This design comes from an exercise in tuning for small area and a short achievable clock period on the open sky130 flow, not from production work. In this exercise RTL edits were held to simulation tests only and were not proved equivalent to the original.

==> config.mk <==
export PLATFORM = sky130hd
export DESIGN_NAME = Pipeline_1
export DESIGN_NICKNAME = Pipeline_1
export VERILOG_FILES = /design/flow/design.v
export SDC_FILE = /design/flow/constraint.sdc
export NUM_CORES = 4
export LEC_CHECK = 0
export ABC_AREA = 1
export CAP_MARGIN = 20
export CORE_MARGIN = 2
export CORE_UTILIZATION = 60
export CTS_BUF_LIST = sky130_fd_sc_hd__clkbuf_8
export SLEW_MARGIN = 20
export SYNTH_HIERARCHICAL = 1
export SYNTH_MINIMUM_KEEP_SIZE = 0
==> constraint.sdc <==
create_clock -name core_clock -period 36.0 [get_ports {clk}]
set_input_delay 7.2000 -clock core_clock [delete_from_list [all_inputs] [get_ports {clk}]]
set_output_delay 7.2000 -clock core_clock [all_outputs]
set_load 0.01 [all_outputs]
==> design.v <==
`timescale 1ns / 1ps
module Pipeline_1(
input clk,rst,
input [7:0]a,b,c,d,
output [7:0]out
    );
  wire nd1 = ~d[0];
  wire nd2 = ~d[1];
  wire nd3 = ~d[2];
  wire nd4 = ~d[3];
  wire nd5 = ~d[4];
  wire nd6 = ~d[5];
  wire nd7 = ~d[6];
  wire nd8 = ~d[7];
  wire g9 = a[0] & b[0];
  wire g10 = a[1] & b[1];
  wire g11 = a[2] & b[2];
  wire g12 = a[3] & b[3];
  wire g13 = a[4] & b[4];
  wire g14 = a[5] & b[5];
  wire g15 = a[6] & b[6];
  wire g16 = a[7] & b[7];
  wire x17 = a[0] ^ b[0];
  wire x18 = a[1] ^ b[1];
  wire x19 = a[2] ^ b[2];
  wire x20 = a[3] ^ b[3];
  wire x21 = a[4] ^ b[4];
  wire x22 = a[5] ^ b[5];
  wire x23 = a[6] ^ b[6];
  wire x24 = a[7] ^ b[7];
  wire G25 = g10 | (x18 & g9);
  wire P26 = x18 & x17;
  wire G27 = g12 | (x20 & g11);
  wire P28 = x20 & x19;
  wire G29 = g11 | (x19 & G25);
  wire P30 = x19 & P26;
  wire G31 = G27 | (P28 & G25);
  wire P32 = P28 & P26;
  wire G33 = g14 | (x22 & g13);
  wire P34 = x22 & x21;
  wire G35 = g16 | (x24 & g15);
  wire P36 = x24 & x23;
  wire G37 = g15 | (x23 & G33);
  wire P38 = x23 & P34;
  wire G39 = G35 | (P36 & G33);
  wire P40 = P36 & P34;
  wire G41 = g13 | (x21 & G31);
  wire P42 = x21 & P32;
  wire G43 = G33 | (P34 & G31);
  wire P44 = P34 & P32;
  wire G45 = G37 | (P38 & G31);
  wire P46 = P38 & P32;
  wire G47 = G39 | (P40 & G31);
  wire P48 = P40 & P32;
  wire s49 = x18 ^ g9;
  wire s50 = x19 ^ G25;
  wire s51 = x20 ^ G29;
  wire s52 = x21 ^ G31;
  wire s53 = x22 ^ G41;
  wire s54 = x23 ^ G43;
  wire s55 = x24 ^ G45;
  wire g56 = c[0] & nd1;
  wire g57 = c[1] & nd2;
  wire g58 = c[2] & nd3;
  wire g59 = c[3] & nd4;
  wire g60 = c[4] & nd5;
  wire g61 = c[5] & nd6;
  wire g62 = c[6] & nd7;
  wire g63 = c[7] & nd8;
  wire x64 = c[0] ^ nd1;
  wire x65 = c[1] ^ nd2;
  wire x66 = c[2] ^ nd3;
  wire x67 = c[3] ^ nd4;
  wire x68 = c[4] ^ nd5;
  wire x69 = c[5] ^ nd6;
  wire x70 = c[6] ^ nd7;
  wire x71 = c[7] ^ nd8;
  wire g72 = c[0] | nd1;
  wire G73 = g57 | (x65 & g72);
  wire P74 = x65 & x64;
  wire G75 = g59 | (x67 & g58);
  wire P76 = x67 & x66;
  wire G77 = g58 | (x66 & G73);
  wire P78 = x66 & P74;
  wire G79 = G75 | (P76 & G73);
  wire P80 = P76 & P74;
  wire G81 = g61 | (x69 & g60);
  wire P82 = x69 & x68;
  wire G83 = g63 | (x71 & g62);
  wire P84 = x71 & x70;
  wire G85 = g62 | (x70 & G81);
  wire P86 = x70 & P82;
  wire G87 = G83 | (P84 & G81);
  wire P88 = P84 & P82;
  wire G89 = g60 | (x68 & G79);
  wire P90 = x68 & P80;
  wire G91 = G81 | (P82 & G79);
  wire P92 = P82 & P80;
  wire G93 = G85 | (P86 & G79);
  wire P94 = P86 & P80;
  wire G95 = G87 | (P88 & G79);
  wire P96 = P88 & P80;
  wire s97 = ~x64;
  wire s98 = x65 ^ g72;
  wire s99 = x66 ^ G73;
  wire s100 = x67 ^ G77;
  wire s101 = x68 ^ G79;
  wire s102 = x69 ^ G89;
  wire s103 = x70 ^ G91;
  wire s104 = x71 ^ G93;
  reg [7:0] R1_s, R1_t, R1_d;
  reg R1_v;
  always @(posedge clk) begin
    R1_s <= {s55, s54, s53, s52, s51, s50, s49, x17};
    R1_t <= {s104, s103, s102, s101, s100, s99, s98, s97};
    R1_d <= d;
    R1_v <= ~rst & (|d);
  end
  wire pp105 = R1_s[0] & R1_t[0];
  wire pp106 = R1_s[1] & R1_t[0];
  wire pp107 = R1_s[2] & R1_t[0];
  wire pp108 = R1_s[3] & R1_t[0];
  wire pp109 = R1_s[4] & R1_t[0];
  wire pp110 = R1_s[5] & R1_t[0];
  wire pp111 = R1_s[6] & R1_t[0];
  wire pp112 = R1_s[7] & R1_t[0];
  wire pp113 = R1_s[0] & R1_t[1];
  wire pp114 = R1_s[1] & R1_t[1];
  wire pp115 = R1_s[2] & R1_t[1];
  wire pp116 = R1_s[3] & R1_t[1];
  wire pp117 = R1_s[4] & R1_t[1];
  wire pp118 = R1_s[5] & R1_t[1];
  wire pp119 = R1_s[6] & R1_t[1];
  wire pp120 = R1_s[7] & R1_t[1];
  wire pp121 = R1_s[0] & R1_t[2];
  wire pp122 = R1_s[1] & R1_t[2];
  wire pp123 = R1_s[2] & R1_t[2];
  wire pp124 = R1_s[3] & R1_t[2];
  wire pp125 = R1_s[4] & R1_t[2];
  wire pp126 = R1_s[5] & R1_t[2];
  wire pp127 = R1_s[6] & R1_t[2];
  wire pp128 = R1_s[7] & R1_t[2];
  wire pp129 = R1_s[0] & R1_t[3];
  wire pp130 = R1_s[1] & R1_t[3];
  wire pp131 = R1_s[2] & R1_t[3];
  wire pp132 = R1_s[3] & R1_t[3];
  wire pp133 = R1_s[4] & R1_t[3];
  wire pp134 = R1_s[5] & R1_t[3];
  wire pp135 = R1_s[6] & R1_t[3];
  wire pp136 = R1_s[7] & R1_t[3];
  wire pp137 = R1_s[0] & R1_t[4];
  wire pp138 = R1_s[1] & R1_t[4];
  wire pp139 = R1_s[2] & R1_t[4];
  wire pp140 = R1_s[3] & R1_t[4];
  wire pp141 = R1_s[4] & R1_t[4];
  wire pp142 = R1_s[5] & R1_t[4];
  wire pp143 = R1_s[6] & R1_t[4];
  wire pp144 = R1_s[7] & R1_t[4];
  wire pp145 = R1_s[0] & R1_t[5];
  wire pp146 = R1_s[1] & R1_t[5];
  wire pp147 = R1_s[2] & R1_t[5];
  wire pp148 = R1_s[3] & R1_t[5];
  wire pp149 = R1_s[4] & R1_t[5];
  wire pp150 = R1_s[5] & R1_t[5];
  wire pp151 = R1_s[6] & R1_t[5];
  wire pp152 = R1_s[7] & R1_t[5];
  wire pp153 = R1_s[0] & R1_t[6];
  wire pp154 = R1_s[1] & R1_t[6];
  wire pp155 = R1_s[2] & R1_t[6];
  wire pp156 = R1_s[3] & R1_t[6];
  wire pp157 = R1_s[4] & R1_t[6];
  wire pp158 = R1_s[5] & R1_t[6];
  wire pp159 = R1_s[6] & R1_t[6];
  wire pp160 = R1_s[7] & R1_t[6];
  wire pp161 = R1_s[0] & R1_t[7];
  wire pp162 = R1_s[1] & R1_t[7];
  wire pp163 = R1_s[2] & R1_t[7];
  wire pp164 = R1_s[3] & R1_t[7];
  wire pp165 = R1_s[4] & R1_t[7];
  wire pp166 = R1_s[5] & R1_t[7];
  wire pp167 = R1_s[6] & R1_t[7];
  wire pp168 = R1_s[7] & R1_t[7];
  wire s169 = pp111 ^ pp118;
  wire c170 = pp111 & pp118;
  wire s171 = pp112 ^ pp119 ^ pp126;
  wire c172 = (pp112 & pp119) | (pp126 & (pp112 ^ pp119));
  wire s173 = pp133 ^ pp140;
  wire c174 = pp133 & pp140;
  wire s175 = pp120 ^ pp127 ^ pp134;
  wire c176 = (pp120 & pp127) | (pp134 & (pp120 ^ pp127));
  wire s177 = pp141 ^ pp148;
  wire c178 = pp141 & pp148;
  wire s179 = pp128 ^ pp135 ^ pp142;
  wire c180 = (pp128 & pp135) | (pp142 & (pp128 ^ pp135));
  wire s181 = pp109 ^ pp116;
  wire c182 = pp109 & pp116;
  wire s183 = pp110 ^ pp117 ^ pp124;
  wire c184 = (pp110 & pp117) | (pp124 & (pp110 ^ pp117));
  wire s185 = pp131 ^ pp138;
  wire c186 = pp131 & pp138;
  wire s187 = pp125 ^ pp132 ^ pp139;
  wire c188 = (pp125 & pp132) | (pp139 & (pp125 ^ pp132));
  wire s189 = pp146 ^ pp153 ^ s169;
  wire c190 = (pp146 & pp153) | (s169 & (pp146 ^ pp153));
  wire s191 = pp147 ^ pp154 ^ pp161;
  wire c192 = (pp147 & pp154) | (pp161 & (pp147 ^ pp154));
  wire s193 = c170 ^ s171 ^ s173;
  wire c194 = (c170 & s171) | (s173 & (c170 ^ s171));
  wire s195 = pp155 ^ pp162 ^ c172;
  wire c196 = (pp155 & pp162) | (c172 & (pp155 ^ pp162));
  wire s197 = c174 ^ s175 ^ s177;
  wire c198 = (c174 & s175) | (s177 & (c174 ^ s175));
  wire s199 = pp149 ^ pp156 ^ pp163;
  wire c200 = (pp149 & pp156) | (pp163 & (pp149 ^ pp156));
  wire s201 = c176 ^ c178 ^ s179;
  wire c202 = (c176 & c178) | (s179 & (c176 ^ c178));
  wire s203 = pp136 ^ pp143 ^ pp150;
  wire c204 = (pp136 & pp143) | (pp150 & (pp136 ^ pp143));
  wire s205 = pp157 ^ pp164 ^ c180;
  wire c206 = (pp157 & pp164) | (c180 & (pp157 ^ pp164));
  wire s207 = pp144 ^ pp151 ^ pp158;
  wire c208 = (pp144 & pp151) | (pp158 & (pp144 ^ pp151));
  wire s209 = pp108 ^ pp115;
  wire c210 = pp108 & pp115;
  wire s211 = pp123 ^ pp130 ^ pp137;
  wire c212 = (pp123 & pp130) | (pp137 & (pp123 ^ pp130));
  wire s213 = pp145 ^ c182 ^ s183;
  wire c214 = (pp145 & c182) | (s183 & (pp145 ^ c182));
  wire s215 = c184 ^ c186 ^ s187;
  wire c216 = (c184 & c186) | (s187 & (c184 ^ c186));
  wire s217 = c188 ^ c190 ^ s191;
  wire c218 = (c188 & c190) | (s191 & (c188 ^ c190));
  wire s219 = c192 ^ c194 ^ s195;
  wire c220 = (c192 & c194) | (s195 & (c192 ^ c194));
  wire s221 = c196 ^ c198 ^ s199;
  wire c222 = (c196 & c198) | (s199 & (c196 ^ c198));
  wire s223 = c200 ^ c202 ^ s203;
  wire c224 = (c200 & c202) | (s203 & (c200 ^ c202));
  wire s225 = pp165 ^ c204 ^ c206;
  wire c226 = (pp165 & c204) | (c206 & (pp165 ^ c204));
  wire s227 = pp152 ^ pp159 ^ pp166;
  wire c228 = (pp152 & pp159) | (pp166 & (pp152 ^ pp159));
  wire s229 = pp107 ^ pp114;
  wire c230 = pp107 & pp114;
  wire s231 = pp122 ^ pp129 ^ s209;
  wire c232 = (pp122 & pp129) | (s209 & (pp122 ^ pp129));
  wire s233 = s181 ^ c210 ^ s211;
  wire c234 = (s181 & c210) | (s211 & (s181 ^ c210));
  wire s235 = s185 ^ c212 ^ s213;
  wire c236 = (s185 & c212) | (s213 & (s185 ^ c212));
  wire s237 = s189 ^ c214 ^ s215;
  wire c238 = (s189 & c214) | (s215 & (s189 ^ c214));
  wire s239 = s193 ^ c216 ^ s217;
  wire c240 = (s193 & c216) | (s217 & (s193 ^ c216));
  wire s241 = s197 ^ c218 ^ s219;
  wire c242 = (s197 & c218) | (s219 & (s197 ^ c218));
  wire s243 = s201 ^ c220 ^ s221;
  wire c244 = (s201 & c220) | (s221 & (s201 ^ c220));
  wire s245 = s205 ^ c222 ^ s223;
  wire c246 = (s205 & c222) | (s223 & (s205 ^ c222));
  wire s247 = s207 ^ c224 ^ s225;
  wire c248 = (s207 & c224) | (s225 & (s207 ^ c224));
  wire s249 = c208 ^ c226 ^ s227;
  wire c250 = (c208 & c226) | (s227 & (c208 ^ c226));
  wire s251 = pp160 ^ pp167 ^ c228;
  wire c252 = (pp160 & pp167) | (c228 & (pp160 ^ pp167));
  wire g253 = pp106 & pp113;
  wire g254 = pp121 & s229;
  wire g255 = c230 & s231;
  wire g256 = c232 & s233;
  wire g257 = c234 & s235;
  wire g258 = c236 & s237;
  wire g259 = c238 & s239;
  wire g260 = c240 & s241;
  wire g261 = c242 & s243;
  wire g262 = c244 & s245;
  wire g263 = c246 & s247;
  wire g264 = c248 & s249;
  wire g265 = c250 & s251;
  wire g266 = pp168 & c252;
  wire x267 = pp106 ^ pp113;
  wire x268 = pp121 ^ s229;
  wire x269 = c230 ^ s231;
  wire x270 = c232 ^ s233;
  wire x271 = c234 ^ s235;
  wire x272 = c236 ^ s237;
  wire x273 = c238 ^ s239;
  wire x274 = c240 ^ s241;
  wire x275 = c242 ^ s243;
  wire x276 = c244 ^ s245;
  wire x277 = c246 ^ s247;
  wire x278 = c248 ^ s249;
  wire x279 = c250 ^ s251;
  wire x280 = pp168 ^ c252;
  wire G281 = g253 | (x267 & 1'b0);
  wire P282 = x267 & pp105;
  wire G283 = g255 | (x269 & g254);
  wire P284 = x269 & x268;
  wire G285 = g254 | (x268 & G281);
  wire P286 = x268 & P282;
  wire G287 = G283 | (P284 & G281);
  wire P288 = P284 & P282;
  wire G289 = g257 | (x271 & g256);
  wire P290 = x271 & x270;
  wire G291 = g259 | (x273 & g258);
  wire P292 = x273 & x272;
  wire G293 = g258 | (x272 & G289);
  wire P294 = x272 & P290;
  wire G295 = G291 | (P292 & G289);
  wire P296 = P292 & P290;
  wire G297 = g256 | (x270 & G287);
  wire P298 = x270 & P288;
  wire G299 = G289 | (P290 & G287);
  wire P300 = P290 & P288;
  wire G301 = G293 | (P294 & G287);
  wire P302 = P294 & P288;
  wire G303 = G295 | (P296 & G287);
  wire P304 = P296 & P288;
  wire G305 = g261 | (x275 & g260);
  wire P306 = x275 & x274;
  wire G307 = g263 | (x277 & g262);
  wire P308 = x277 & x276;
  wire G309 = g262 | (x276 & G305);
  wire P310 = x276 & P306;
  wire G311 = G307 | (P308 & G305);
  wire P312 = P308 & P306;
  wire G313 = g265 | (x279 & g264);
  wire P314 = x279 & x278;
  wire G315 = 1'b0 | (1'b0 & g266);
  wire P316 = 1'b0 & x280;
  wire G317 = g266 | (x280 & G313);
  wire P318 = x280 & P314;
  wire G319 = G315 | (P316 & G313);
  wire P320 = P316 & P314;
  wire G321 = g264 | (x278 & G311);
  wire P322 = x278 & P312;
  wire G323 = G313 | (P314 & G311);
  wire P324 = P314 & P312;
  wire G325 = G317 | (P318 & G311);
  wire P326 = P318 & P312;
  wire G327 = G319 | (P320 & G311);
  wire P328 = P320 & P312;
  wire G329 = g260 | (x274 & G303);
  wire P330 = x274 & P304;
  wire G331 = G305 | (P306 & G303);
  wire P332 = P306 & P304;
  wire G333 = G309 | (P310 & G303);
  wire P334 = P310 & P304;
  wire G335 = G311 | (P312 & G303);
  wire P336 = P312 & P304;
  wire G337 = G321 | (P322 & G303);
  wire P338 = P322 & P304;
  wire G339 = G323 | (P324 & G303);
  wire P340 = P324 & P304;
  wire G341 = G325 | (P326 & G303);
  wire P342 = P326 & P304;
  wire G343 = G327 | (P328 & G303);
  wire P344 = P328 & P304;
  wire ps345 = x267 ^ 1'b0;
  wire ps346 = x268 ^ G281;
  wire ps347 = x269 ^ G285;
  wire ps348 = x270 ^ G287;
  wire ps349 = x271 ^ G297;
  wire ps350 = x272 ^ G299;
  wire ps351 = x273 ^ G301;
  wire ps352 = x274 ^ G303;
  wire ps353 = x275 ^ G329;
  wire ps354 = x276 ^ G331;
  wire ps355 = x277 ^ G333;
  wire ps356 = x278 ^ G335;
  wire ps357 = x279 ^ G337;
  wire ps358 = x280 ^ G339;
  wire ps359 = 1'b0 ^ G341;
  wire hz360 = ~(R1_d[1] | R1_d[2] | R1_d[3] | R1_d[4] | R1_d[5] | R1_d[6] | R1_d[7]);
  wire b361 = ~ps359 & R1_d[0];
  wire ge362 = ~b361 & hz360;
  wire r363 = ps359 ^ (ge362 & R1_d[0]);
  wire hz364 = ~(R1_d[2] | R1_d[3] | R1_d[4] | R1_d[5] | R1_d[6] | R1_d[7]);
  wire b365 = ~ps358 & R1_d[0];
  wire b366 = (r363 ^ R1_d[1]) ? ~r363 : b365;
  wire ge367 = ~b366 & hz364;
  wire r368 = ps358 ^ (ge367 & R1_d[0]);
  wire r369 = r363 ^ (ge367 & (R1_d[1] ^ b365));
  wire hz370 = ~(R1_d[3] | R1_d[4] | R1_d[5] | R1_d[6] | R1_d[7]);
  wire b371 = ~ps357 & R1_d[0];
  wire b372 = (r368 ^ R1_d[1]) ? ~r368 : b371;
  wire b373 = (r369 ^ R1_d[2]) ? ~r369 : b372;
  wire ge374 = ~b373 & hz370;
  wire r375 = ps357 ^ (ge374 & R1_d[0]);
  wire r376 = r368 ^ (ge374 & (R1_d[1] ^ b371));
  wire r377 = r369 ^ (ge374 & (R1_d[2] ^ b372));
  wire hz378 = ~(R1_d[4] | R1_d[5] | R1_d[6] | R1_d[7]);
  wire b379 = ~ps356 & R1_d[0];
  wire b380 = (r375 ^ R1_d[1]) ? ~r375 : b379;
  wire b381 = (r376 ^ R1_d[2]) ? ~r376 : b380;
  wire b382 = (r377 ^ R1_d[3]) ? ~r377 : b381;
  wire ge383 = ~b382 & hz378;
  wire r384 = ps356 ^ (ge383 & R1_d[0]);
  wire r385 = r375 ^ (ge383 & (R1_d[1] ^ b379));
  wire r386 = r376 ^ (ge383 & (R1_d[2] ^ b380));
  wire r387 = r377 ^ (ge383 & (R1_d[3] ^ b381));
  wire hz388 = ~(R1_d[5] | R1_d[6] | R1_d[7]);
  wire b389 = ~ps355 & R1_d[0];
  wire b390 = (r384 ^ R1_d[1]) ? ~r384 : b389;
  wire b391 = (r385 ^ R1_d[2]) ? ~r385 : b390;
  wire b392 = (r386 ^ R1_d[3]) ? ~r386 : b391;
  wire b393 = (r387 ^ R1_d[4]) ? ~r387 : b392;
  wire ge394 = ~b393 & hz388;
  wire r395 = ps355 ^ (ge394 & R1_d[0]);
  wire r396 = r384 ^ (ge394 & (R1_d[1] ^ b389));
  wire r397 = r385 ^ (ge394 & (R1_d[2] ^ b390));
  wire r398 = r386 ^ (ge394 & (R1_d[3] ^ b391));
  wire r399 = r387 ^ (ge394 & (R1_d[4] ^ b392));
  wire hz400 = ~(R1_d[6] | R1_d[7]);
  wire b401 = ~ps354 & R1_d[0];
  wire b402 = (r395 ^ R1_d[1]) ? ~r395 : b401;
  wire b403 = (r396 ^ R1_d[2]) ? ~r396 : b402;
  wire b404 = (r397 ^ R1_d[3]) ? ~r397 : b403;
  wire b405 = (r398 ^ R1_d[4]) ? ~r398 : b404;
  wire b406 = (r399 ^ R1_d[5]) ? ~r399 : b405;
  wire ge407 = ~b406 & hz400;
  wire r408 = ps354 ^ (ge407 & R1_d[0]);
  wire r409 = r395 ^ (ge407 & (R1_d[1] ^ b401));
  wire r410 = r396 ^ (ge407 & (R1_d[2] ^ b402));
  wire r411 = r397 ^ (ge407 & (R1_d[3] ^ b403));
  wire r412 = r398 ^ (ge407 & (R1_d[4] ^ b404));
  wire r413 = r399 ^ (ge407 & (R1_d[5] ^ b405));
  reg [9:0] R2_p;
  reg [5:0] R2_r;
  reg [7:0] R2_d;
  reg R2_v;
  always @(posedge clk) begin
    R2_p <= {ps353, ps352, ps351, ps350, ps349, ps348, ps347, ps346, ps345, pp105};
    R2_r <= {r413, r412, r411, r410, r409, r408};
    R2_d <= {R1_d[7], R1_d[6], R1_d[5], R1_d[4], R1_d[3], R1_d[2], R1_d[1], R1_d[0]};
    R2_v <= ~rst & R1_v;
  end
  wire hz414 = ~(R2_d[7]);
  wire b415 = ~R2_p[9] & R2_d[0];
  wire b416 = (R2_r[0] ^ R2_d[1]) ? ~R2_r[0] : b415;
  wire b417 = (R2_r[1] ^ R2_d[2]) ? ~R2_r[1] : b416;
  wire b418 = (R2_r[2] ^ R2_d[3]) ? ~R2_r[2] : b417;
  wire b419 = (R2_r[3] ^ R2_d[4]) ? ~R2_r[3] : b418;
  wire b420 = (R2_r[4] ^ R2_d[5]) ? ~R2_r[4] : b419;
  wire b421 = (R2_r[5] ^ R2_d[6]) ? ~R2_r[5] : b420;
  wire ge422 = ~b421 & hz414;
  wire r423 = R2_p[9] ^ (ge422 & R2_d[0]);
  wire r424 = R2_r[0] ^ (ge422 & (R2_d[1] ^ b415));
  wire r425 = R2_r[1] ^ (ge422 & (R2_d[2] ^ b416));
  wire r426 = R2_r[2] ^ (ge422 & (R2_d[3] ^ b417));
  wire r427 = R2_r[3] ^ (ge422 & (R2_d[4] ^ b418));
  wire r428 = R2_r[4] ^ (ge422 & (R2_d[5] ^ b419));
  wire r429 = R2_r[5] ^ (ge422 & (R2_d[6] ^ b420));
  wire b430 = ~R2_p[8] & R2_d[0];
  wire b431 = (r423 ^ R2_d[1]) ? ~r423 : b430;
  wire b432 = (r424 ^ R2_d[2]) ? ~r424 : b431;
  wire b433 = (r425 ^ R2_d[3]) ? ~r425 : b432;
  wire b434 = (r426 ^ R2_d[4]) ? ~r426 : b433;
  wire b435 = (r427 ^ R2_d[5]) ? ~r427 : b434;
  wire b436 = (r428 ^ R2_d[6]) ? ~r428 : b435;
  wire b437 = (r429 ^ R2_d[7]) ? ~r429 : b436;
  wire ge438 = ~b437;
  wire r439 = R2_p[8] ^ (ge438 & R2_d[0]);
  wire r440 = r423 ^ (ge438 & (R2_d[1] ^ b430));
  wire r441 = r424 ^ (ge438 & (R2_d[2] ^ b431));
  wire r442 = r425 ^ (ge438 & (R2_d[3] ^ b432));
  wire r443 = r426 ^ (ge438 & (R2_d[4] ^ b433));
  wire r444 = r427 ^ (ge438 & (R2_d[5] ^ b434));
  wire r445 = r428 ^ (ge438 & (R2_d[6] ^ b435));
  wire r446 = r429 ^ (ge438 & (R2_d[7] ^ b436));
  wire b447 = ~R2_p[7] & R2_d[0];
  wire b448 = (r439 ^ R2_d[1]) ? ~r439 : b447;
  wire b449 = (r440 ^ R2_d[2]) ? ~r440 : b448;
  wire b450 = (r441 ^ R2_d[3]) ? ~r441 : b449;
  wire b451 = (r442 ^ R2_d[4]) ? ~r442 : b450;
  wire b452 = (r443 ^ R2_d[5]) ? ~r443 : b451;
  wire b453 = (r444 ^ R2_d[6]) ? ~r444 : b452;
  wire b454 = (r445 ^ R2_d[7]) ? ~r445 : b453;
  wire ge455 = r446 | ~b454;
  wire r456 = R2_p[7] ^ (ge455 & R2_d[0]);
  wire r457 = r439 ^ (ge455 & (R2_d[1] ^ b447));
  wire r458 = r440 ^ (ge455 & (R2_d[2] ^ b448));
  wire r459 = r441 ^ (ge455 & (R2_d[3] ^ b449));
  wire r460 = r442 ^ (ge455 & (R2_d[4] ^ b450));
  wire r461 = r443 ^ (ge455 & (R2_d[5] ^ b451));
  wire r462 = r444 ^ (ge455 & (R2_d[6] ^ b452));
  wire r463 = r445 ^ (ge455 & (R2_d[7] ^ b453));
  wire b464 = ~R2_p[6] & R2_d[0];
  wire b465 = (r456 ^ R2_d[1]) ? ~r456 : b464;
  wire b466 = (r457 ^ R2_d[2]) ? ~r457 : b465;
  wire b467 = (r458 ^ R2_d[3]) ? ~r458 : b466;
  wire b468 = (r459 ^ R2_d[4]) ? ~r459 : b467;
  wire b469 = (r460 ^ R2_d[5]) ? ~r460 : b468;
  wire b470 = (r461 ^ R2_d[6]) ? ~r461 : b469;
  wire b471 = (r462 ^ R2_d[7]) ? ~r462 : b470;
  wire ge472 = r463 | ~b471;
  wire r473 = R2_p[6] ^ (ge472 & R2_d[0]);
  wire r474 = r456 ^ (ge472 & (R2_d[1] ^ b464));
  wire r475 = r457 ^ (ge472 & (R2_d[2] ^ b465));
  wire r476 = r458 ^ (ge472 & (R2_d[3] ^ b466));
  wire r477 = r459 ^ (ge472 & (R2_d[4] ^ b467));
  wire r478 = r460 ^ (ge472 & (R2_d[5] ^ b468));
  wire r479 = r461 ^ (ge472 & (R2_d[6] ^ b469));
  wire r480 = r462 ^ (ge472 & (R2_d[7] ^ b470));
  wire b481 = ~R2_p[5] & R2_d[0];
  wire b482 = (r473 ^ R2_d[1]) ? ~r473 : b481;
  wire b483 = (r474 ^ R2_d[2]) ? ~r474 : b482;
  wire b484 = (r475 ^ R2_d[3]) ? ~r475 : b483;
  wire b485 = (r476 ^ R2_d[4]) ? ~r476 : b484;
  wire b486 = (r477 ^ R2_d[5]) ? ~r477 : b485;
  wire b487 = (r478 ^ R2_d[6]) ? ~r478 : b486;
  wire b488 = (r479 ^ R2_d[7]) ? ~r479 : b487;
  wire ge489 = r480 | ~b488;
  wire r490 = R2_p[5] ^ (ge489 & R2_d[0]);
  wire r491 = r473 ^ (ge489 & (R2_d[1] ^ b481));
  wire r492 = r474 ^ (ge489 & (R2_d[2] ^ b482));
  wire r493 = r475 ^ (ge489 & (R2_d[3] ^ b483));
  wire r494 = r476 ^ (ge489 & (R2_d[4] ^ b484));
  wire r495 = r477 ^ (ge489 & (R2_d[5] ^ b485));
  wire r496 = r478 ^ (ge489 & (R2_d[6] ^ b486));
  wire r497 = r479 ^ (ge489 & (R2_d[7] ^ b487));
  wire b498 = ~R2_p[4] & R2_d[0];
  wire b499 = (r490 ^ R2_d[1]) ? ~r490 : b498;
  wire b500 = (r491 ^ R2_d[2]) ? ~r491 : b499;
  wire b501 = (r492 ^ R2_d[3]) ? ~r492 : b500;
  wire b502 = (r493 ^ R2_d[4]) ? ~r493 : b501;
  wire b503 = (r494 ^ R2_d[5]) ? ~r494 : b502;
  wire b504 = (r495 ^ R2_d[6]) ? ~r495 : b503;
  wire b505 = (r496 ^ R2_d[7]) ? ~r496 : b504;
  wire ge506 = r497 | ~b505;
  wire r507 = R2_p[4] ^ (ge506 & R2_d[0]);
  wire r508 = r490 ^ (ge506 & (R2_d[1] ^ b498));
  wire r509 = r491 ^ (ge506 & (R2_d[2] ^ b499));
  wire r510 = r492 ^ (ge506 & (R2_d[3] ^ b500));
  wire r511 = r493 ^ (ge506 & (R2_d[4] ^ b501));
  wire r512 = r494 ^ (ge506 & (R2_d[5] ^ b502));
  wire r513 = r495 ^ (ge506 & (R2_d[6] ^ b503));
  wire r514 = r496 ^ (ge506 & (R2_d[7] ^ b504));
  wire b515 = ~R2_p[3] & R2_d[0];
  wire b516 = (r507 ^ R2_d[1]) ? ~r507 : b515;
  wire b517 = (r508 ^ R2_d[2]) ? ~r508 : b516;
  wire b518 = (r509 ^ R2_d[3]) ? ~r509 : b517;
  wire b519 = (r510 ^ R2_d[4]) ? ~r510 : b518;
  wire b520 = (r511 ^ R2_d[5]) ? ~r511 : b519;
  wire b521 = (r512 ^ R2_d[6]) ? ~r512 : b520;
  wire b522 = (r513 ^ R2_d[7]) ? ~r513 : b521;
  wire ge523 = r514 | ~b522;
  wire r524 = R2_p[3] ^ (ge523 & R2_d[0]);
  wire r525 = r507 ^ (ge523 & (R2_d[1] ^ b515));
  wire r526 = r508 ^ (ge523 & (R2_d[2] ^ b516));
  wire r527 = r509 ^ (ge523 & (R2_d[3] ^ b517));
  wire r528 = r510 ^ (ge523 & (R2_d[4] ^ b518));
  wire r529 = r511 ^ (ge523 & (R2_d[5] ^ b519));
  wire r530 = r512 ^ (ge523 & (R2_d[6] ^ b520));
  wire r531 = r513 ^ (ge523 & (R2_d[7] ^ b521));
  wire b532 = ~R2_p[2] & R2_d[0];
  wire b533 = (r524 ^ R2_d[1]) ? ~r524 : b532;
  wire b534 = (r525 ^ R2_d[2]) ? ~r525 : b533;
  wire b535 = (r526 ^ R2_d[3]) ? ~r526 : b534;
  wire b536 = (r527 ^ R2_d[4]) ? ~r527 : b535;
  wire b537 = (r528 ^ R2_d[5]) ? ~r528 : b536;
  wire b538 = (r529 ^ R2_d[6]) ? ~r529 : b537;
  wire b539 = (r530 ^ R2_d[7]) ? ~r530 : b538;
  wire ge540 = r531 | ~b539;
  wire r541 = R2_p[2] ^ (ge540 & R2_d[0]);
  wire r542 = r524 ^ (ge540 & (R2_d[1] ^ b532));
  wire r543 = r525 ^ (ge540 & (R2_d[2] ^ b533));
  wire r544 = r526 ^ (ge540 & (R2_d[3] ^ b534));
  wire r545 = r527 ^ (ge540 & (R2_d[4] ^ b535));
  wire r546 = r528 ^ (ge540 & (R2_d[5] ^ b536));
  wire r547 = r529 ^ (ge540 & (R2_d[6] ^ b537));
  wire r548 = r530 ^ (ge540 & (R2_d[7] ^ b538));
  reg [1:0] R3_p;
  reg [7:0] R3_r;
  reg [5:0] R3_q;
  reg [7:0] R3_d;
  reg R3_v;
  always @(posedge clk) begin
    R3_p <= {R2_p[1], R2_p[0]};
    R3_r <= {r548, r547, r546, r545, r544, r543, r542, r541};
    R3_q <= {ge455, ge472, ge489, ge506, ge523, ge540};
    R3_d <= {R2_d[7], R2_d[6], R2_d[5], R2_d[4], R2_d[3], R2_d[2], R2_d[1], R2_d[0]};
    R3_v <= ~rst & R2_v;
  end
  wire [7:0] seg3_out;
  Pipeline_1_seg3 u_seg3 (
    .p({R3_p[1], R3_p[0]}),
    .r({R3_r[7], R3_r[6], R3_r[5], R3_r[4], R3_r[3], R3_r[2], R3_r[1], R3_r[0]}),
    .q({R3_q[5], R3_q[4], R3_q[3], R3_q[2], R3_q[1], R3_q[0]}),
    .d({R3_d[7], R3_d[6], R3_d[5], R3_d[4], R3_d[3], R3_d[2], R3_d[1], R3_d[0]}),
    .v({R3_v}),
    .o_out(seg3_out)
  );
  assign out = {seg3_out[7], seg3_out[6], seg3_out[5], seg3_out[4], seg3_out[3], seg3_out[2], seg3_out[1], seg3_out[0]};
endmodule
module Pipeline_1_seg3(
  input [1:0] p,
  input [7:0] r,
  input [5:0] q,
  input [7:0] d,
  input [0:0] v,
  output [7:0] o_out
);
  wire b1 = ~p[1] & d[0];
  wire b2 = (r[0] ^ d[1]) ? ~r[0] : b1;
  wire b3 = (r[1] ^ d[2]) ? ~r[1] : b2;
  wire b4 = (r[2] ^ d[3]) ? ~r[2] : b3;
  wire b5 = (r[3] ^ d[4]) ? ~r[3] : b4;
  wire b6 = (r[4] ^ d[5]) ? ~r[4] : b5;
  wire b7 = (r[5] ^ d[6]) ? ~r[5] : b6;
  wire b8 = (r[6] ^ d[7]) ? ~r[6] : b7;
  wire ge9 = r[7] | ~b8;
  wire r10 = p[1] ^ (ge9 & d[0]);
  wire r11 = r[0] ^ (ge9 & (d[1] ^ b1));
  wire r12 = r[1] ^ (ge9 & (d[2] ^ b2));
  wire r13 = r[2] ^ (ge9 & (d[3] ^ b3));
  wire r14 = r[3] ^ (ge9 & (d[4] ^ b4));
  wire r15 = r[4] ^ (ge9 & (d[5] ^ b5));
  wire r16 = r[5] ^ (ge9 & (d[6] ^ b6));
  wire r17 = r[6] ^ (ge9 & (d[7] ^ b7));
  wire b18 = ~p[0] & d[0];
  wire b19 = (r10 ^ d[1]) ? ~r10 : b18;
  wire b20 = (r11 ^ d[2]) ? ~r11 : b19;
  wire b21 = (r12 ^ d[3]) ? ~r12 : b20;
  wire b22 = (r13 ^ d[4]) ? ~r13 : b21;
  wire b23 = (r14 ^ d[5]) ? ~r14 : b22;
  wire b24 = (r15 ^ d[6]) ? ~r15 : b23;
  wire b25 = (r16 ^ d[7]) ? ~r16 : b24;
  wire ge26 = r17 | ~b25;
  wire r27 = p[0] ^ (ge26 & d[0]);
  wire r28 = r10 ^ (ge26 & (d[1] ^ b18));
  wire r29 = r11 ^ (ge26 & (d[2] ^ b19));
  wire r30 = r12 ^ (ge26 & (d[3] ^ b20));
  wire r31 = r13 ^ (ge26 & (d[4] ^ b21));
  wire r32 = r14 ^ (ge26 & (d[5] ^ b22));
  wire r33 = r15 ^ (ge26 & (d[6] ^ b23));
  wire r34 = r16 ^ (ge26 & (d[7] ^ b24));
  wire o35 = ge26 & v[0];
  wire o36 = ge9 & v[0];
  wire o37 = q[0] & v[0];
  wire o38 = q[1] & v[0];
  wire o39 = q[2] & v[0];
  wire o40 = q[3] & v[0];
  wire o41 = q[4] & v[0];
  wire o42 = q[5] & v[0];
  assign o_out = {o42, o41, o40, o39, o38, o37, o36, o35};
endmodule
==> flow/run.sh <==
#!/bin/bash
# Own flow: the standard layout (standard.sh, unchanged synthesis, floorplan,
# power grid, placement, CTS and routing), except that the port buffers that
# global placement inserts are plain sky130_fd_sc_hd__buf_2 cells instead of the
# default delay-cell buffers. make's full output goes to standard.log here; ORFS
# also keeps each step's own log under orfs/logs/.
set -euo pipefail
export BUFFER_PORTS_ARGS="-buffer_cell sky130_fd_sc_hd__buf_2"
export SETUP_SLACK_MARGIN=26
bash standard.sh > standard.log 2>&1
==> standard.sh <==
#!/bin/bash
# synth_recipe.tcl (not shown) runs the flow's synth.tcl, then flattens the netlist and writes it again
# the make line also repeats each setting of config.mk as NAME=value (left out here)
make -C /OpenROAD-flow-scripts/flow DESIGN_CONFIG=/design/flow/config.mk WORK_HOME=/design/flow/orfs CLKGATE_MAP_FILE= SYNTH_SCRIPT=/design/flow/synth_recipe.tcl "${@:-finish}"
==> results of run 1 <==
final cells by class:
| cell class | count | area share, % |
|---|---|---|
| timing repair buffer | 97 | 6.794 |
| timing repair inverter | 1 | 0.05061 |
| clock inverter | 7 | 0.3922 |
| clock buffer | 9 | 1.253 |
| inverter | 249 | 9.590 |
| multi-input combinational | 887 | 64.17 |
| sequential | 75 | 15.47 |
| tap | 180 | 2.277 |
per-module statistics from Yosys (local to each module, per instance):
module | flip-flops and latches | copies in the design | cell area, um^2
Pipeline_1 | 75 | 1 | 7655
Pipeline_1_seg3 | 0 | 1 | 708.2
registers in the layout (all words and copies together), names as in the netlist, 6 cells and up:
register  flops
R1_d          8
R1_s          8
R1_t          8
R2_d          8
R2_p         10
R2_r          6
R3_d          8
R3_q          6
R3_r          8
cell usage in the layout, fill, tap and decap left out, types with 5 or more instances in the layout:
cell / count
sky130_fd_sc_hd__dfxtp_2: 14
sky130_fd_sc_hd__ha_1: 33
sky130_fd_sc_hd__nand3_1: 101
sky130_fd_sc_hd__fa_1: 44
sky130_fd_sc_hd__xor2_1: 76
sky130_fd_sc_hd__nor2_1: 33
sky130_fd_sc_hd__buf_4: 52
sky130_fd_sc_hd__nand3_2: 42
sky130_fd_sc_hd__xor2_2: 12
sky130_fd_sc_hd__nand2_8: 6
sky130_fd_sc_hd__nand2_4: 24
sky130_fd_sc_hd__xnor2_1: 14
sky130_fd_sc_hd__dfxtp_1: 58
sky130_fd_sc_hd__clkbuf_8: 9
sky130_fd_sc_hd__inv_2: 8
sky130_fd_sc_hd__o21ai_0: 24
sky130_fd_sc_hd__a21oi_1: 18
sky130_fd_sc_hd__nand3_4: 11
sky130_fd_sc_hd__inv_1: 239
sky130_fd_sc_hd__or2_2: 7
sky130_fd_sc_hd__buf_2: 41
sky130_fd_sc_hd__a21oi_2: 6
sky130_fd_sc_hd__nand2_1: 314
sky130_fd_sc_hd__nand3b_1: 5
sky130_fd_sc_hd__nand2_2: 86
worst reg2reg max path: cells and delay by family (launching register included):
family	cells	cell delay, ns
and+or+nand+nor	94	7.77
xor gates and xnor gates	5	0.97
DFF	1	0.42
buffers and inverters	4	0.37
metrics by stage:
stage               cell area (um^2)  util (%)  instances  worst slack (ns)
floorplan                       8363         -       1252             26.89
global placement                8547     62.05       1430             25.72
detailed placement              8547     62.05       1430             25.50
CTS                             8726     63.35       1447             26.00
global route                    9889     71.80       1505             25.66
finish                          9889     71.80       1505             26.25
per-layer routing:
metal | global-route usage, % | vias up
met5 | 0 | -
met2 | 42.32 | 154
met3 | 3.745 | 33
li1 | - | 3891
met1 | 28.17 | 3446
met4 | 6.537 | 0
worst paths after layout:
kind / start / endpoint / slack (ns) / cells after the start
max: R3_d[1]$_DFF_P_ / out[0] / 26.25 / 20
min: R2_p[0]$_DFF_P_ / R3_p[0]$_DFF_P_ / 0.33 / 0
max reg2reg: R2_d[3]$_DFF_P_ / R3_r[4]$_DFF_P_ / 26.45 / 103
min reg2reg: R2_p[0]$_DFF_P_ / R3_p[0]$_DFF_P_ / 0.33 / 0
logic make-up (layout without fill, tap and decap cells):
kind of cell             Yosys count  in the layout
adder cells (fa/ha/maj)           78             78
AND/OR/NAND/NOR                  632            639
XOR/XNOR                         108            108
AO/OA/AOI/OAI                     62             62
buffers and inverters            297            363
flip-flops                        75             75
repair_timing:
item                                    4_1_cts  5_1_grt
hold buffers                                  0        0
buffers inserted                              0       50
resized for setup                             4      171
cloned                                        1        8
pin swaps                                     0       61
endpoints found under the setup margin        9       16
==> results.txt, run 1 <==
Timing would allow up to 0.1026 GHz. At the later pin of the worst-skew pair, clock insertion delay measures 0.37 ns. The tools report the initial antenna violation count as 0. On the final layout, the worst clock skew is 0.01998 ns. Entering global routing, the biggest net connects 25 pins.

The post-synthesis area per instance was 6.680 um^2. In the final layout, the share of cells above drive strength 1 is 26.34%. The layout overhead on the synthesized area was 18.25%; the headroom to the max-slew limit was 42.72%. Yosys mapped the design onto 41 distinct sky130hd cell types. STA classifies the critical path startpoint as a flop.

On the critical path, the stage with the largest delay is an instance of sky130_fd_sc_hd__dfxtp_2. Setup violations remaining at the end of the flow were counted as 0.

After synthesis, the share of flip-flops with an asynchronous set or reset is 0%. The die span in y works out to 122.1 um. Most used cell along the critical path: sky130_fd_sc_hd__nand3_2. The number of buffer and inverter instances along the worst setup path was 3; the met1 wire length was 7.983 mm. At the end of the flow, the number of nets in the layout was 1431. During synthesis, Yosys emitted a total of 7 warnings. The critical path goes through inv_1, nand2_2, nand3_2, nand3_2, nand3_2, nand3_2, nand3_2, nand3_2, nand3_2, nand2_4, nand2_1, xor2_2, nand2_1, o21ai_0, inv_1, nand2_1, nand2_1, nand2_1, a21oi_2, buf_2. The number of clock sinks seen by CTS came out at 75. The number of global-route vias before repair is 6539. Worst stage delay on the critical path: 0.36 ns. The fraction of synthesized area in multiplexers is 0%, and the area taken by flip-flops and latches is 0.001530 mm^2. The area of the mapped netlist is 0.008363 mm^2. The flow ran to the end and the layout has no timing, DRC or antenna violations. The run gives 3 as the H-tree depth reported by CTS.

The post-route minimum period is 9.750 ns. The final-report hold violation count came out at 0. In this run the core area contains 43 standard-cell rows. The first global-routing pass estimated 28.13 mm of wire.

At the pin with the least slew margin, the transition time is 0.8580 ns. The post-synthesis simple-gate area fraction was 35.56%; the average via count per standard cell was 4.999. The largest total area in the synthesized netlist belongs to sky130_fd_sc_hd__dfxtp_1. The clock tree buffer depth was 2. Total detailed-routing wirelength: 18.75 mm. After Yosys synthesis, XOR and XNOR cells account for 12.18% of the synthesized area.

The count of nets left with antenna violations after detail routing is 0. The net count after synthesis is 1363, and the average wire per cell in the routed design is 12.46 um. After synthesis, the cell types taking the most area are sky130_fd_sc_hd__dfxtp_1 (18%), sky130_fd_sc_hd__nand2_1 (16%), sky130_fd_sc_hd__inv_1 (11%). The congestion estimate from routability-driven global placement came to 0.8335. The path class of the tightest hold or removal check is reg -> reg. Synthesis inferred 75 register bits.

After floorplanning, the core was sized to cover 0.01377 mm^2. The number of flops mapped to enable cells by yosys works out to 0. TritonCTS built the clock tree.

The number of pins with negative max-slew slack in the final report is 0. The total number of vias is 7524. The number of port buffers came out at 41.

The residual overflow from global routing is 0. The DRC violation count after routing came out at 0. The proportion of netlist area held by the largest area contributor was 17.95%; the endpoint arrival time on the critical path was 2.55 ns. For the initial core utilization, the log shows 60.72%. Grouping stages by cell kind, the critical path spends the most delay in simple AND/OR/NAND/NOR gates. The critical path in this run is classified as reg -> out. The area of the die came out at 0.01490 mm^2.

The detailed router used layers up to and including met4. After synthesis, the largest family of logic cells by area is simple AND/OR/NAND/NOR gates. The most used flip-flop cell after synthesis is sky130_fd_sc_hd__dfxtp_1. The logs give 13.16 mm for the placed wire-length estimate after detailed placement and 0 for the max capacitance violation total.

The number of antenna diodes in the final layout is 0. The critical path endpoint category was an output port.

For the number of clock buffers inserted by TritonCTS, the log shows 9. After detailed routing, the met2 layer carries 9.803 mm of wire. In the global route stage, overall resource usage came out at 23.22%. By count the netlist is led by sky130_fd_sc_hd__nand2_1 (357), sky130_fd_sc_hd__inv_1 (245), sky130_fd_sc_hd__nand3_1 (120). Summed over all nets, wire length on met3 after detailed routing comes to 589 um. In this run the count of I/O pins placed on the die edge is 42. For the final routed database, the setup TNS stands at 0 ns. The number of iterations in the first detailed-routing pass was 5; the gate count of the mapped netlist was 1252. Dividing the final minimum period by the clock period gives 27.08%.

The filler cells instantiated in the layout total 1177. Summing the areas of all fa, ha and maj instances in the mapped netlist gives 15.59% of the synthesized area. The clock-pin transition on the worst setup and hold timing paths is 0.07 ns. The DRC violation total after the first TritonRoute iteration was 342; the chip width was 122.1 um.

Most common cell in the netlist: sky130_fd_sc_hd__nand2_1. STA puts the critical path data required time at 28.80 ns. The tightest hold margin was 0.3301 ns. Summing the areas of all compound-gate instances in the mapped netlist gives 4.144% of the synthesized area. The area used by multi-input combinational logic is 0.006346 mm^2, and the part of the Yosys area used for sequential elements is 17.95%. Setup repair after global routing could not meet its margin everywhere.

In this run the worst path has a maximum fanout of 6.

In this run the clock root is driven by a sky130_fd_sc_hd__clkbuf_8.
==> run 2: changes to the inputs <==
--- a/flow/run.sh
+++ b/flow/run.sh
@@ -8,3 +8,3 @@
 export BUFFER_PORTS_ARGS="-buffer_cell sky130_fd_sc_hd__buf_2"
-export SETUP_SLACK_MARGIN=26
+export SETUP_SLACK_MARGIN=24.5
 bash standard.sh > standard.log 2>&1
==> results.txt, run 2 <==
Number of flops mapped to enable cells by yosys: 0. The worst setup path is launched from a flop. The number of buffer and inverter instances along the worst setup path was 2; the clock insertion delay at the later pin of the skew report was 0.37 ns.

Excluding fillers, the count of instances in the completed layout stands at 1447. The number of pins with negative max-slew slack in the final report was 0. The critical path's top delay family is simple AND/OR/NAND/NOR gates. The startpoint-to-endpoint class of the critical path was reg -> reg. The number of clock sinks seen by CTS came out at 75. The most common cell after layout, fill and taps aside was sky130_fd_sc_hd__nand2_1. Setup slack closes at 26.00 ns.

The number of different library cells used by synthesis comes to 41. The total core area is 0.01377 mm^2. TritonCTS built the clock tree. Cell with the largest stage delay on the worst path: sky130_fd_sc_hd__dfxtp_1. The floorplan step set the die width to 122.1 um. Once detailed placement completed, the half-perimeter wirelength came to 13.16 mm. Adding up every negative setup slack in the final design gives 0 ns.

The max capacitance violation total is 0. The count of nets left with antenna violations after detail routing is 0, and the total routing usage reported by global routing is 23.11%. The clock tree buffer depth is 2, and the initial antenna violation count is 0.

The average via count per standard cell is 4.829, and the post-placement setup slack is 25.50 ns. Measured along the y axis, the die boundary spans 122.1 um. At the pin with the least slew margin, the transition time is 0.8451 ns.

For the number of iterations in the first detailed-routing pass, the log shows 4. In the layout the commonest cells are sky130_fd_sc_hd__nand2_1 (357), sky130_fd_sc_hd__inv_1 (246), sky130_fd_sc_hd__nand3_1 (120), sky130_fd_sc_hd__xor2_1 (86), sky130_fd_sc_hd__dfxtp_1 (74). Cell type with the highest aggregate area in the netlist: sky130_fd_sc_hd__dfxtp_1.

After layout, the worst path uses 27.77% of the clock period. Pin placement for this block handled 42 I/O pins. Summing the sequential cell areas from Yosys gives 17.95% of the chip area. Sorting the synthesized cells by area gives the leading types as sky130_fd_sc_hd__dfxtp_1 (18%), sky130_fd_sc_hd__nand2_1 (16%), sky130_fd_sc_hd__inv_1 (11%). Once the floorplan was initialized, standard cells occupied 60.72% of the core. The total overflow left after global routing is 0. Maximum fanout along the worst path: 15.

The average wire per cell in the routed design is 11.03 um. The routed layout has 6988 vias. Post-route minimum period: 9.997 ns. Entering global routing, the biggest net connects 25 pins. The area growth from synthesis to layout is 4.339%. Counting flops per register, the top entry is R2_p. The number of port buffers is 41, and the number of global-route vias before repair is 6498.

The highest routed metal layer was met4. The fraction of layout cells with a size suffix above 1 was 14.44%; the gate count of the mapped netlist was 1252. For this run, design rule violations remaining after detail routing come to 0. The worst pin sits at a relative slew slack of 43.58%. The routed design has 15.96 mm of wire. The critical path endpoint category was a flop. The required arrival time at the worst endpoint is 36.27 ns. After routing the design area is 0.008726 mm^2. At the end of routability-driven placement, the weighted congestion stood at 0.8335. In this run the biggest area consumer among cell types represents 17.95% of the synthesized area. The tools report the post-route clock skew as 0.01552 ns. The logs give 280 for the DRC violation total after the first TritonRoute iteration and 0.008547 mm^2 for the cell area after placement.

The area of the die was 0.01490 mm^2; the wire length of the first global-routing pass was 28.03 mm. Peak clock frequency supported by timing: 0.1000 GHz. The kind of path behind the tightest hold check is reg -> reg. After clock tree synthesis, the clock-pin slew on the worst setup and hold paths is 0.08 ns.

The final-report setup violation count was 0. The run finished with no timing, DRC or antenna violations. In this design, the stage delay of the slowest critical-path cell is 0.31 ns. The number of clock buffers inserted by TritonCTS is 9. The tools report the number of warnings printed during yosys synthesis as 7. Dividing the synthesized area by the synthesized cell count gives 6.680 um^2. The commonest cells after synthesis are sky130_fd_sc_hd__nand2_1 (357), sky130_fd_sc_hd__inv_1 (245), sky130_fd_sc_hd__nand3_1 (120). Cells fill 63.35% of the core in the end.

The final-report hold violation count was 0; the met2 routed wirelength was 8.107 mm. The flip-flop count of the largest register, all copies and words added was 10; the post-layout net count was 1373. The most common cell in the netlist was sky130_fd_sc_hd__nand2_1.

The H-tree depth reported by CTS came out at 3. For this block, wires on met1 add up to 7.238 mm. In this run the core area contains 43 standard-cell rows.

Counting flops with an async set or reset pin after synthesis yields a share of 0%. After synthesis the cells add up to 0.008363 mm^2. The prevailing post-synth register cell was sky130_fd_sc_hd__dfxtp_1.

Wire segments on met3 add up to 444 um in the final route. Counting every net in the synthesized netlist gives 1363. Setup repair after global routing left no endpoint under its margin. The run gives 10.27 ns as the endpoint arrival time on the critical path. The most used cell along the critical path was sky130_fd_sc_hd__nand2_2. The flip-flop and latch count after synthesis was 75; the number of antenna cells inserted was 0. Cell count after placement: 1430. Counting the fill cells in the layout gives 1337.

The root buffer cell was sky130_fd_sc_hd__clkbuf_8.
-- run 2: cell count changes in the layout (fill, tap and decap cells not counted), sizes merged --
cell,before,now
nand2,430,423
clkbuf,10,9
buf,96,46
clkinvlp,4,3
clkinv,5,6
-- run 2: per-layer routing --
layer / up-vias / GRT usage, %
met5: - / 0
met4: 0 / 5.747
met3: 14 / 3.652
met2: 86 / 42.21
met1: 3121 / 28.29
li1: 3767 / -
-- run 2: logic make-up (layout without fill, tap and decap cells) --
group / Yosys count / count (layout) / synth area share [%]
adders and majority gates: 78 / 78 / 15.59
DFF: 75 / 75 / 17.95
AOI/OAI and AO/OA: 62 / 62 / 4.144
buffers and inverters: 297 / 312 / 14.57
xor gates and xnor gates: 108 / 108 / 12.18
and+or+nand+nor: 632 / 632 / 35.56
-- run 2: final cells by class --
cell class | count | area, um^2 | share of cell area, %
well taps | 180 | 225.2 | 2.581
inverters | 249 | 942.2 | 10.80
repair buffers | 46 | 242.7 | 2.782
clock buffers | 9 | 123.9 | 1.420
flip-flops and latches | 75 | 1505 | 17.25
multi-input cells | 880 | 5643 | 64.67
clock inverters | 7 | 38.79 | 0.4445
repair inverters | 1 | 5.005 | 0.05736
-- run 2: path summary, 6_finish.rpt --
check                                startpoint              end  cells past startpoint  slack, ns
worst max register to register  R2_d[2]$_DFF_P_  R3_r[4]$_DFF_P_                    108      26.00
worst min register to register  R2_p[0]$_DFF_P_  R3_p[0]$_DFF_P_                      0       0.33
worst min-delay path            R2_p[0]$_DFF_P_  R3_p[0]$_DFF_P_                      0       0.33
worst max-delay path            R2_d[2]$_DFF_P_  R3_r[4]$_DFF_P_                    108      26.00
-- run 2: worst reg2reg max path, delay by kind of cell, from the launching register on --
| family | cells | cell delay [ns] |
|---|---|---|
| xor gates and xnor gates | 3 | 0.72 |
| and+or+nand+nor | 103 | 8.38 |
| DFF | 1 | 0.31 |
| buffers and inverters | 2 | 0.54 |
-- run 2: repair_timing --
item / 4_1_cts / 5_1_grt
hold buffers: 0 / 0
gates resized for setup: 0 / 4
buffers inserted: 0 / 0
endpoints found under the setup margin: 0 / 9
-- run 2: metrics by stage --
step,hold WS (ns)
after floorplan,0.3096
after global placement,0.3121
after detailed placement,0.3157
after CTS,0.3335
after global routing,0.3394
final,0.3300
-- run 2: per-module statistics from Yosys, one instance, submodules excluded --
module | times used | area (um^2) | cells inside | flip-flops and latches
Pipeline_1 | 1 | 7655 | 1111 | 75
Pipeline_1_seg3 | 1 | 708.2 | 141 | 0
==> run 3: changes to the inputs <==
--- a/flow/run.sh
+++ b/flow/run.sh
@@ -8,3 +8,3 @@
 export BUFFER_PORTS_ARGS="-buffer_cell sky130_fd_sc_hd__buf_2"
-export SETUP_SLACK_MARGIN=24.5
+export SETUP_SLACK_MARGIN=25
 bash standard.sh > standard.log 2>&1
--- a/config.mk
+++ b/config.mk
@@ -12,2 +12,4 @@
 export CTS_BUF_LIST = sky130_fd_sc_hd__clkbuf_8
+export CTS_CLUSTER_DIAMETER = 100
+export CTS_CLUSTER_SIZE = 40
 export SLEW_MARGIN = 20
==> results.txt, run 3 <==
Subtracting the final worst setup slack from the clock period gives 9.830 ns. Broken down by cell family, the worst path's largest delay share belongs to simple AND/OR/NAND/NOR gates. Counting flops with a built-in enable in the synthesized netlist gives 0.

The tools report the H-tree depth reported by CTS as 3. The tools report the post-route clock skew as 0.01645 ns. For the number of clock sinks seen by CTS, the log shows 75. The initial antenna violation count is 0, and the fraction of layout cells with a size suffix above 1 is 15.00%. The root buffer cell was sky130_fd_sc_hd__clkbuf_8. The maximum number of pins on one net before global-route repair came out at 25.

The most numerous cell type found on the critical path is sky130_fd_sc_hd__nand3_2. Setup violations remaining at the end of the flow were counted as 0. Setup repair after global routing left no endpoint under its margin. The run gives 42.23% as the headroom to the max-slew limit. For this design, the CTS-stage hold fixing added 0 buffers.

The met2 routed wirelength is 8.152 mm. From synthesis to final layout, the design area changed by 5.162%. The reg-to-reg endpoint was R3_r[4]$_DFF_P_. In the layout the commonest cells are sky130_fd_sc_hd__nand2_1 (357), sky130_fd_sc_hd__inv_1 (245), sky130_fd_sc_hd__nand3_1 (120), sky130_fd_sc_hd__xor2_1 (86), sky130_fd_sc_hd__dfxtp_1 (73). The share of the Yosys chip area taken by registers is 17.95%. The run gives 0 as the number of antenna cells inserted.

Cell count after placement: 1430. On the critical path, the stage with the largest delay is an instance of sky130_fd_sc_hd__dfxtp_1. The final critical path takes up 27.30% of the cycle. With fillers left out, the area of the finished cells amounts to 0.008795 mm^2. In this run, synthesis produced a sequential element count of 75. The chip width is 122.1 um, and the final-layout setup total negative slack is 0 ns.

The number of buffer and inverter instances along the worst setup path was 3. The tools report the clock insertion delay at the later pin of the skew report as 0.37 ns. The number of pins with negative max-slew slack in the final report is 0. The run gives 0.005658 mm^2 as the area used by multi-input combinational logic. Traced cell by cell, the critical path runs through inv_1, nand2_2, nand3_2, nand3_2, nand3_2, nand3_2, nand3_2, nand3_2, nand3_2, nand2_2, nand2_1, xor2_1, nand2_1, o21ai_0, inv_1, nand2_1, nand2_1, nand2_1, a21oi_2, buf_2. By count the netlist is led by sky130_fd_sc_hd__nand2_1 (357), sky130_fd_sc_hd__inv_1 (245), sky130_fd_sc_hd__nand3_1 (120).

In this run, the number of DRC markers left after iteration 0 of detailed routing was 275. After synthesis, the netlist uses 41 different library cells. The logs give 26.35 ns for the slack of the worst reg-to-reg path and 0 for the residual overflow from global routing. The top-level port count is 42, and the DRC violation count after routing is 0.

The worst stage delay on the critical path works out to 0.39 ns. Counting flops with an async set or reset pin after synthesis yields a share of 0%. Transition at the pin with the smallest max-transition slack: 0.8654 ns.

The placed instances occupy a cell area of 0.008547 mm^2. The cell type with the highest aggregate area in the netlist was sky130_fd_sc_hd__dfxtp_1. The kind of path behind the tightest hold check is reg -> reg.

The gate count of the mapped netlist was 1252. Clock-pin slew was measured on the worst setup and hold paths at 0.07 ns. The run gives 1379 as the post-layout net count.

The run finished with no timing, DRC or antenna violations. At the end of routability-driven placement, the weighted congestion stood at 0.8335. The number of global-route vias before repair was 6498; the area taken by flip-flops and latches was 0.001506 mm^2. The area of the die came out at 0.01490 mm^2. The number of rows created at floorplan came out at 43.

After detailed routing, no signal wire sits above met4. The logs give 16.04 mm for the total detailed-routing wirelength and 347 um for the total length of routed met3 wires. Most common cell after layout, fill and taps aside: sky130_fd_sc_hd__nand2_1. The logs give 1453 for the number of non-filler instances in the completed layout and 0 for the final-report hold violation count. Required arrival time at the worst endpoint: 28.80 ns. Max capacitance violation total: 0. Sorting the synthesized cells by area gives the leading types as sky130_fd_sc_hd__dfxtp_1 (18%), sky130_fd_sc_hd__nand2_1 (16%), sky130_fd_sc_hd__inv_1 (11%).

The post-placement setup slack was 25.50 ns; the area of the mapped netlist was 0.008363 mm^2. Once routing completed, OpenROAD measured the worst setup slack at 26.17 ns. Clock tree synthesis inserted a total of 9 buffers. The initial core utilization is 60.72%. Yosys printed 7 warnings.

Dividing the detail-routed wire length by the instance count gives 11.04 um. The tools report the placed wire-length estimate after detailed placement as 13.16 mm. Total core area: 0.01377 mm^2. Of all nets on the critical path, the largest fanout is 12.

Category of the worst setup path launch point: a flop. Startpoint-to-endpoint class of the critical path: reg -> out. The logs give 2 for the clock tree buffer depth and 2.63 ns for the endpoint arrival time on the critical path. TritonCTS built the clock tree. The startpoint of the lowest-slack register-to-register path was R2_d[0]$_DFF_P_.

Number of port buffers: 41. The filler cells instantiated in the layout total 1325. The worst setup path is captured at an output port. Number of cells on the worst reg-to-reg path: 102. For this run, the leading register cell type out of synthesis is sky130_fd_sc_hd__dfxtp_1. For this run, the top clock speed supported by timing is 0.1017 GHz. More flip-flops sit in one register than any other, and that register is R2_p. The proportion of netlist area held by the largest area contributor works out to 17.95%.

After detailed routing, the wire length on met1 is 7.350 mm. The register with the most flip-flops in the layout has 10 of them. The most common cell in the netlist is sky130_fd_sc_hd__nand2_1. Using the TritonRoute via totals, the vias-per-cell ratio works out to 4.834. A synthesized cell averages 6.680 um^2. The cell depth of the worst hold path was 0; the count of nets left with antenna violations after detail routing was 0. The path with the worst hold slack has its endpoint at R3_p[0]$_DFF_P_.

The first detailed-routing pass ran for 5 iterations. The first global-routing pass estimated 28.03 mm of wire. The logs give 7024 for the total number of vias and 1363 for the net count after synthesis.

Global routing consumed, over all layers together, 23.11% of the routing resources. In this run the most critical hold path is launched from R2_p[0]$_DFF_P_. In this run the vertical extent of the chip is 122.1 um.
run 3: changes by cell type in the layout (fill, tap and decap cells not counted):
cell,before,now
sky130_fd_sc_hd__buf_4,5,10
sky130_fd_sc_hd__buf_6,0,1
sky130_fd_sc_hd__clkinvlp_4,2,3
sky130_fd_sc_hd__dfxtp_1,74,73
sky130_fd_sc_hd__dfxtp_2,0,1
sky130_fd_sc_hd__inv_1,246,245
sky130_fd_sc_hd__nand2_2,62,59
sky130_fd_sc_hd__nand2_4,4,7
run 3: worst max-delay path by stage:
stage                    startpoint              end  slack (ns)  cells past startpoint
global placement    R2_d[3]$_DFF_P_  R3_r[0]$_DFF_P_       25.72                     97
floorplan           R3_d[1]$_DFF_P_           out[0]       26.89                     18
global route        R2_d[0]$_DFF_P_  R3_r[4]$_DFF_P_       25.01                    114
detailed placement  R2_d[3]$_DFF_P_  R3_r[5]$_DFF_P_       25.50                    102
CTS                 R2_d[3]$_DFF_P_  R3_r[4]$_DFF_P_       25.45                    102
finish              R3_d[1]$_DFF_P_           out[0]       26.17                     20
run 3: through the flow:
step           utilization [%]  hold WS [ns]
2_1_floorplan                -        0.3096
3_3_place_gp             62.05        0.3121
3_5_place_dp             62.05        0.3157
4_1_cts                  63.24        0.3335
5_1_grt                  63.85        0.3394
6_report                 63.85        0.3300
run 3: per-module statistics from Yosys, one instance, submodules excluded:
module	times used	cell area, um^2
Pipeline_1_seg3	1	708.2
Pipeline_1	1	7655
run 3: area by class of cell:
type / instances / share of cell area (%)
Clock inverter: 7 / 0.4410
Sequential cell: 75 / 17.13
Timing Repair inverter: 1 / 0.05691
Tap cell: 180 / 2.561
Timing Repair Buffer: 52 / 3.315
Clock buffer: 9 / 1.408
Inverter: 249 / 10.76
Multi-Input combinational cell: 880 / 64.33
run 3: logic make-up after synthesis:
| family | share of synthesized area, % |
|---|---|
| buf+inv | 14.57 |
| simple gates | 35.56 |
| fa+ha+maj | 15.59 |
| flops | 17.95 |
| compound gates | 4.144 |
| xor+xnor | 12.18 |
run 3: what timing repair did:
action | 4_1_cts | 5_1_grt
gates resized for setup | 0 | 10
buffers inserted | 0 | 6
setup endpoints to repair | 0 | 9
run 3: metal layers:
layer | vias up | track usage (%)
met3 | 14 | 3.652
met2 | 76 | 42.21
met4 | 0 | 5.747
met5 | - | 0
li1 | 3778 | -
met1 | 3156 | 28.29

-- afterwards: timing with drivers on the ports --
In the flow no input, the clock included, has a driving cell. The finished layouts below were timed again as built, in two steps. Step 1, drivers: a clkbuf_16 drives clk and a buf_2 each remaining input, both assumed. Step 2 adds t to the input delays and takes it off the output delays; t is the mean of the earliest and latest rising clock arrival at the registers after step 1. Input paths then give back, and output paths get back, about the clock's delay inside the block. Three values: ideal, step 1, step 2; two values: the first two.
run	shift t [ns]	setup WS [ns]	hold WS [ns]	latest minus earliest clock arrival (ns)	pins driven straight from the clock port
run 1	0.398	26.250 / 26.215 / 26.452	0.330 / 0.330 / 0.330	0.020 / 0.020	1
run 2	0.393	26.003 / 26.003 / 26.003	0.330 / 0.330 / 0.330	0.016 / 0.016	1
run 3	0.395	26.170 / 26.135 / 26.352	0.330 / 0.330 / 0.330	0.017 / 0.017	1
After both steps setup and hold are still met in every run listed.
